From an optimization exercise on the open Yosys and OpenROAD flow, aimed at small area; shortcuts taken in it are not production practice.
Function was checked by simulation only, so behaviour that the tests miss may differ from the original.
No driver is modelled on the clock port, so clock power and skew are understated where the tree is cut down; a real chip needs a root buffer or a tree.

Setup of build 11:
==> flow/design.v <==
`timescale 1ns / 1ps
module debouncer (
    input clk,
    input reset,
    input btn_in,
    output reg btn_out
);
    localparam [15:0] P = 16'hAA4A;
    reg btn_sync_0, btn_sync_1;
    reg [15:0] q;    
    wire clr = (btn_sync_1 == btn_out);
    wire [15:0] b = q ^ P;
    wire z = (b[14:0] == 15'd0);
    wire f = b[15] ^ b[13] ^ b[8] ^ b[0] ^ z;
    wire hit = z & ~b[15];
    always @(posedge clk or posedge reset) begin
        if (reset) begin
            btn_sync_0 <= 0;
            btn_sync_1 <= 0;
            btn_out <= 0;
        end else begin
            btn_sync_0 <= btn_in;
            btn_sync_1 <= btn_sync_0;
            if (!clr && hit)
                btn_out <= ~btn_out;
        end
    end
    always @(posedge clk)
        q <= clr ? 16'd0 : ({b[14:0], f} ^ P);
endmodule
`timescale 1ns / 1ps
module digital_takvim(
    input clk,
    input reset,
    input [5:0] LedSwitch,
    input speed,
    input Stop_buton,
    input Dakika_arttir_buton,
    input Dakika_azalt_buton,
    input Saat_arttir_buton,
    input Saat_azalt_buton,
    output [6:0] segment,
    output [3:0] sayac,
    output reg [5:0] saniye
    );
    wire stop_c, dA, dZ, hA, hZ;
    debouncer d1(.clk(clk), .reset(reset), .btn_in(Stop_buton),          .btn_out(stop_c));
    debouncer d2(.clk(clk), .reset(reset), .btn_in(Dakika_arttir_buton), .btn_out(dA));
    debouncer d3(.clk(clk), .reset(reset), .btn_in(Dakika_azalt_buton),  .btn_out(dZ));
    debouncer d4(.clk(clk), .reset(reset), .btn_in(Saat_arttir_buton),   .btn_out(hA));
    debouncer d5(.clk(clk), .reset(reset), .btn_in(Saat_azalt_buton),    .btn_out(hZ));
    reg stop, stop_prev;
    always @(posedge clk or posedge reset)
        if (reset)
            stop <= 0;
        else
            stop <= stop ^ (stop_c & ~stop_prev);
    always @(posedge clk)
        stop_prev <= stop_c;
    reg [9:0] pre;
    reg half;
    wire ge600 = pre[9] & pre[6] & pre[4] & pre[3];    
    wire ge10 = (|pre[9:4]) | (pre[3] & (pre[2] | pre[1]));
    wire wrap = speed ? ge10 : ge600;
    wire tick = wrap & ~half;
    always @(posedge clk or posedge reset)
        if (reset) begin
            pre <= 0;
            half <= 0;
        end else begin
            pre <= wrap ? 10'd1 : pre + 10'd1;
            half <= half ^ wrap;
        end
    wire sec_hi = saniye[5] & saniye[4] & saniye[3] & (saniye[2] | (saniye[1] & saniye[0]));
    wire Dar = ~stop & sec_hi;
    wire s_load = tick & stop & (|LedSwitch);
    wire s_cnt = tick & ~stop;
    wire [5:0] s_carry = {&saniye[4:0], &saniye[3:0], &saniye[2:0], &saniye[1:0], saniye[0], 1'b1};
    wire [5:0] s_tog = sec_hi ? saniye : s_carry;
    always @(posedge clk or posedge reset)
        if (reset)
            saniye <= 0;
        else
            saniye <= s_load ? LedSwitch : (saniye ^ ({6{s_cnt}} & s_tog));
    reg [3:0] mu;
    reg [2:0] mt;
    reg [3:0] hu;
    reg [1:0] ht;
    reg kd, kh;
    wire d_inc = kd & (stop ? (dA & ~dZ) : Dar);
    wire d_dec = kd & stop & dZ & ~dA;
    wire d_any = d_inc | d_dec;
    wire mu_up1 = mu[0] & ~mu[3];
    wire mu_up2 = mu[0] & mu[1];
    wire mu_up3 = mu[0] & ((mu[1] & mu[2]) | mu[3]);
    wire mu_dn1 = ~mu[0] & (mu[1] | mu[2] | mu[3]);
    wire mu_dn2 = ~mu[0] & ~mu[1] & (mu[2] | mu[3]);
    wire mu_dn3 = ~mu[0] & ~mu[1] & ~mu[2];
    wire mu9 = mu[3] & mu[0];
    wire mu0 = mu_dn3 & ~mu[3];
    wire mc = d_inc & mu9;           
    wire mb = d_dec & mu0;           
    wire mt_up1 = mt[0] & ~mt[2];
    wire mt_up2 = (mt[0] & mt[1]) | (mt[0] & mt[2]);
    wire mt_dn1 = ~mt[0] & (mt[1] | mt[2]);
    wire mt_dn2 = ~mt[0] & ~mt[1];
    wire Sar = mc & mt[2] & mt[0];
    wire Saz = mb & ~mt[2] & ~mt[1] & ~mt[0];
    wire h_inc = kh & (Sar | (stop & hA & ~hZ & ~Saz));
    wire h_dec = kh & ~Sar & stop & ((hZ & ~hA) | Saz);
    wire h_any = h_inc | h_dec;
    wire h23 = ht[1] & hu[1] & hu[0];
    wire h00 = ~ht[1] & ~ht[0] & ~hu[0] & ~hu[1] & ~hu[2] & ~hu[3];
    wire hu_up1 = hu[0] & ~hu[3];
    wire hu_up2 = hu[0] & hu[1];
    wire hu_up3 = hu[0] & ((hu[1] & hu[2]) | hu[3]);
    wire hu_dn1 = ~hu[0] & (hu[1] | hu[2] | hu[3]);
    wire hu_dn2 = ~hu[0] & ~hu[1] & (hu[2] | hu[3]);
    wire hu_dn3 = ~hu[0] & ~hu[1] & ~hu[2];
    wire hu9 = hu[3] & hu[0];
    wire hu0 = hu_dn3 & ~hu[3];
    always @(posedge clk or posedge reset)
        if (reset) begin
            mt <= 3'd3; mu <= 4'd0;
            ht <= 2'd1; hu <= 4'd8;
        end else begin
            mu[0] <= mu[0] ^ d_any;
            mu[1] <= mu[1] ^ ((d_inc & mu_up1) | (d_dec & mu_dn1));
            mu[2] <= mu[2] ^ ((d_inc & mu_up2) | (d_dec & mu_dn2));
            mu[3] <= mu[3] ^ ((d_inc & mu_up3) | (d_dec & mu_dn3));
            mt[0] <= mt[0] ^ (mc | mb);
            mt[1] <= mt[1] ^ ((mc & mt_up1) | (mb & mt_dn1));
            mt[2] <= mt[2] ^ ((mc & mt_up2) | (mb & mt_dn2));
            hu[0] <= hu[0] ^ h_any;
            hu[1] <= hu[1] ^ ((h_inc & hu_up1) | (h_dec & (hu_dn1 | h00)));
            hu[2] <= hu[2] ^ ((h_inc & hu_up2 & ~ht[1]) | (h_dec & hu_dn2));
            hu[3] <= hu[3] ^ ((h_inc & hu_up3) | (h_dec & hu_dn3 & ~h00));
            ht[0] <= ht[0] ^ ((h_inc & hu9) | (h_dec & hu0 & ~h00));
            ht[1] <= ht[1] ^ ((h_inc & ((hu9 & ht[0]) | h23)) | (h_dec & ((hu0 & ht[1]) | h00)));
        end
    always @(posedge clk) begin
        kd <= ~(dA | dZ | Dar) | (kd & ~d_any);
        kh <= ~(hA | hZ | Sar | Saz) | (kh & ~h_any);
    end
    localparam [5:0] MP = 6'b101010;
    reg [5:0] m;
    reg [1:0] sel;
    wire [5:0] ml = m ^ MP;
    wire m_wrap = (m == 6'b000111);
    always @(posedge clk or posedge reset)
        if (reset) begin
            m <= 6'b000111;
            sel <= 0;
        end else begin
            m <= m_wrap ? 6'd0 : ({ml[4:0], ml[5] ^ ml[4]} ^ MP);
            if (m_wrap) sel <= sel + 2'd1;
        end
    assign sayac[0] = sel[1] | sel[0];
    assign sayac[1] = sel[1] | ~sel[0];
    assign sayac[2] = ~sel[1] | sel[0];
    assign sayac[3] = ~sel[1] | ~sel[0];
    wire [3:0] dg;
    assign dg[0] = sel[0] ? (sel[1] ? ht[0] : mt[0]) : (sel[1] ? hu[0] : mu[0]);
    assign dg[1] = sel[0] ? (sel[1] ? ht[1] : mt[1]) : (sel[1] ? hu[1] : mu[1]);
    assign dg[2] = sel[0] ? (~sel[1] & mt[2]) : (sel[1] ? hu[2] : mu[2]);
    assign dg[3] = ~sel[0] & (sel[1] ? hu[3] : mu[3]);
    wire D = dg[3], C = dg[2], B = dg[1], A = dg[0];
    assign segment[0] = ~(D | B | (C & A) | (~C & ~A));
    assign segment[1] = ~(~C | (B & A) | (~B & ~A));
    assign segment[2] = ~(C | ~B | A);
    assign segment[3] = ~(D | (~C & ~A) | (B & ~A) | (~C & B) | (C & ~B & A));
    assign segment[4] = ~((~C & ~A) | (B & ~A));
    assign segment[5] = ~(D | (~B & ~A) | (C & ~B) | (C & ~A));
    assign segment[6] = ~(D | (C & ~B) | (~C & B) | (B & ~A));
endmodule
export LEC_CHECK = 0
export CAP_MARGIN = 5
export CORE_MARGIN = 2
export CORE_UTILIZATION = 60
export SLEW_MARGIN = 5
create_clock -name core_clock -period 16.0 [get_ports {clk}]
standard.sh (not shown) runs the stock make flow with config.mk's settings and CLKGATE_MAP_FILE= SYNTH_SCRIPT=/design/flow/synth_recipe.tcl, a recipe that flattens the netlist after the stock synthesis.
==> flow/flow/run.sh <==
#!/bin/bash
# The standard layout with these changes:
#  - synthesis is ORFS's own (flow/synth_area.tcl wraps it like synth_recipe.tcl)
#    but ABC maps with the area-oriented script flow/area.abc (a few
#    rounds of &deepsyn, then area-recovering mapping);
#  - the port buffers are buf_1 cells;
#  - CTS is a two-level tree built by flow/cts_tree.tcl (one root buffer,
#    CTS_NLEAF leaf buffers over k-means clusters of the flip-flops).
# Output of the ORFS run goes to standard.log; ORFS keeps per-step logs
# under orfs/logs.
set -euo pipefail
F=$(pwd)/flow
export MY_ABC_SCRIPT=$F/area.abc
export BUFFER_PORTS_ARGS="-buffer_cell sky130_fd_sc_hd__buf_1"
export PRE_CTS_TCL=$F/cts_tree.tcl
export CTS_NLEAF=8
export CTS_LEAF_BUF=sky130_fd_sc_hd__clkbuf_8
export CTS_ROOT_BUF=sky130_fd_sc_hd__clkbuf_4
bash standard.sh SYNTH_SCRIPT=$F/synth_area.tcl finish > standard.log 2>&1
==> flow/flow/area.abc <==
strash
&get -n
&fraig -x
&put
scorr
dc2
strash
&get -n
&deepsyn -T 20 -S 1
&deepsyn -T 20 -S 2
&deepsyn -T 20 -S 3
&deepsyn -T 20 -S 4
&put
strash
&get -n
&dch -f
&nf -a -R 1000
&put
topo
==> flow/flow/cts_tree.tcl <==
# Sourced by ORFS's cts.tcl as its PRE CTS hook. It replaces the
# clock_tree_synthesis command with a small two-level tree: the clock port
# drives one root buffer, which drives CTS_NLEAF leaf buffers, each driving
# one cluster of clock sinks found by balanced k-means on their positions.
# Everything else in cts.tcl (legalisation, timing repair, writing the
# results) runs unchanged.

proc clock_tree_synthesis {args} {
  set block [ord::get_db_block]
  set db [ord::get_db]
  set clknet [$block findNet clk]
  set nleaf $::env(CTS_NLEAF)
  set leaf_master [$db findMaster $::env(CTS_LEAF_BUF)]
  set root_master [$db findMaster $::env(CTS_ROOT_BUF)]

  set sinks {}
  foreach it [$clknet getITerms] {
    set loc [[$it getInst] getLocation]
    lappend sinks [list $it [lindex $loc 0] [lindex $loc 1]]
  }
  set n [llength $sinks]
  puts "manual CTS: $n sinks, $nleaf leaves"

  # initial centres: sinks spread along x
  set sorted [lsort -integer -index 1 $sinks]
  set cx {}; set cy {}
  for {set k 0} {$k < $nleaf} {incr k} {
    set s [lindex $sorted [expr {int(($k + 0.5) * $n / $nleaf)}]]
    lappend cx [lindex $s 1]; lappend cy [lindex $s 2]
  }
  set cap [expr {int(ceil(double($n) / $nleaf)) + 1}]
  for {set iter 0} {$iter < 40} {incr iter} {
    # balanced assignment: nearest centre first, with a size cap
    set pairs {}
    set i 0
    foreach s $sinks {
      for {set k 0} {$k < $nleaf} {incr k} {
        set d [expr {abs([lindex $s 1] - [lindex $cx $k]) + abs([lindex $s 2] - [lindex $cy $k])}]
        lappend pairs [list $d $i $k]
      }
      incr i
    }
    set pairs [lsort -integer -index 0 $pairs]
    set assign [lrepeat $n -1]
    set cnt [lrepeat $nleaf 0]
    foreach p $pairs {
      lassign $p d i k
      if {[lindex $assign $i] >= 0 || [lindex $cnt $k] >= $cap} continue
      lset assign $i $k
      lset cnt $k [expr {[lindex $cnt $k] + 1}]
    }
    set sx [lrepeat $nleaf 0]; set sy [lrepeat $nleaf 0]
    for {set i 0} {$i < $n} {incr i} {
      set k [lindex $assign $i]
      lset sx $k [expr {[lindex $sx $k] + [lindex $sinks $i 1]}]
      lset sy $k [expr {[lindex $sy $k] + [lindex $sinks $i 2]}]
    }
    for {set k 0} {$k < $nleaf} {incr k} {
      set c [lindex $cnt $k]
      if {$c > 0} {
        lset cx $k [expr {[lindex $sx $k] / $c}]
        lset cy $k [expr {[lindex $sy $k] / $c}]
      }
    }
  }
  puts "manual CTS: cluster sizes $cnt"

  set root [odb::dbInst_create $block $root_master "clkbuf_root"]
  set rootnet [odb::dbNet_create $block "clknet_root"]
  $rootnet setSigType CLOCK
  [$root findITerm A] connect $clknet
  [$root findITerm X] connect $rootnet
  set rx 0; set ry 0
  for {set k 0} {$k < $nleaf} {incr k} {
    set inst [odb::dbInst_create $block $leaf_master "clkbuf_leaf_$k"]
    $inst setLocation [lindex $cx $k] [lindex $cy $k]
    $inst setPlacementStatus PLACED
    set net [odb::dbNet_create $block "clknet_leaf_$k"]
    $net setSigType CLOCK
    [$inst findITerm A] connect $rootnet
    [$inst findITerm X] connect $net
    set leafnet($k) $net
    set rx [expr {$rx + [lindex $cx $k]}]; set ry [expr {$ry + [lindex $cy $k]}]
  }
  $root setLocation [expr {$rx / $nleaf}] [expr {$ry / $nleaf}]
  $root setPlacementStatus PLACED
  for {set i 0} {$i < $n} {incr i} {
    set it [lindex $sinks $i 0]
    $it disconnect
    $it connect $leafnet([lindex $assign $i])
  }
  $clknet setSigType CLOCK
  set_propagated_clock [all_clocks]
}
Other scripts of this flow, unchanged in this note and not shown: flow/flow/synth_area.tcl
Build 11 finished every stage and its layout cleared the timing, DRC and antenna checks.
Edits applied to the flow inputs when going from build 11 to trial 65:
diff --git a/flow/flow/run.sh b/flow/flow/run.sh
--- a/flow/flow/run.sh
+++ b/flow/flow/run.sh
@@ -3,4 +3,3 @@
 #  - synthesis is ORFS's own (flow/synth_area.tcl wraps it like synth_recipe.tcl)
-#    but ABC maps with the area-oriented script flow/area.abc (a few
-#    rounds of &deepsyn, then area-recovering mapping);
+#    but ABC maps with the area-oriented script flow/area.abc;
 #  - the port buffers are buf_1 cells;
@@ -17,3 +16,3 @@
 export CTS_LEAF_BUF=sky130_fd_sc_hd__clkbuf_8
-export CTS_ROOT_BUF=sky130_fd_sc_hd__clkbuf_4
+export CTS_ROOT_BUF=sky130_fd_sc_hd__clkbuf_8
 bash standard.sh SYNTH_SCRIPT=$F/synth_area.tcl finish > standard.log 2>&1
==> flow/flow/area.abc <==
strash
&get -n
&fraig -x
&put
scorr
dc2
strash
&get -n
&dch -f
&nf -a -R 1000
&put
topo
Results
Taking build 11 as the reference point, the via count normalized by instance count of trial 65 falls by about 1.3%. Diff trial 65 and build 11: sum of routed wire length over all layers higher in build 11. Synthesis-to-layout area growth delta (build 11 -> trial 65): insignificant. On trial 65: number of global-route vias before repair is about 4% lower than what build 11 gave.
No run of this note takes its clock network from TritonCTS; it comes from the design's own scripts or RTL.

==> separate check: timing with driven ports <==
The flow's constraints put no driver on any port. The routed layouts listed below were extracted and timed again, unchanged, in two steps.
Step 1: set_driving_cell puts a clkbuf_16 on clk and a buf_2 on each other input, an assumption about the parent block.
Step 2, shift: input delay + t, output delay - t, t = (earliest + latest rising clock arrival at the registers) / 2. This alone moves slack from input paths to output paths.
Three values: ideal ports, drivers, drivers and shift; two values: the first two.
| run | shift t [ns] | setup WS [ns] | worst setup path after step 2 | latest minus earliest clock arrival (ns) | slew at the worst register clock pin (ns) |
|---|---|---|---|---|---|
| build 11 | 0.482 | 9.820 / 9.794 / 10.276 | register to output | 0.024 / 0.024 | 0.11 / 0.11 |
| trial 65 | 0.394 | 10.657 / 10.628 / 10.671 | input to register | 0.036 / 0.035 | 0.11 / 0.11 |
After both steps setup and hold are still met in every run listed.
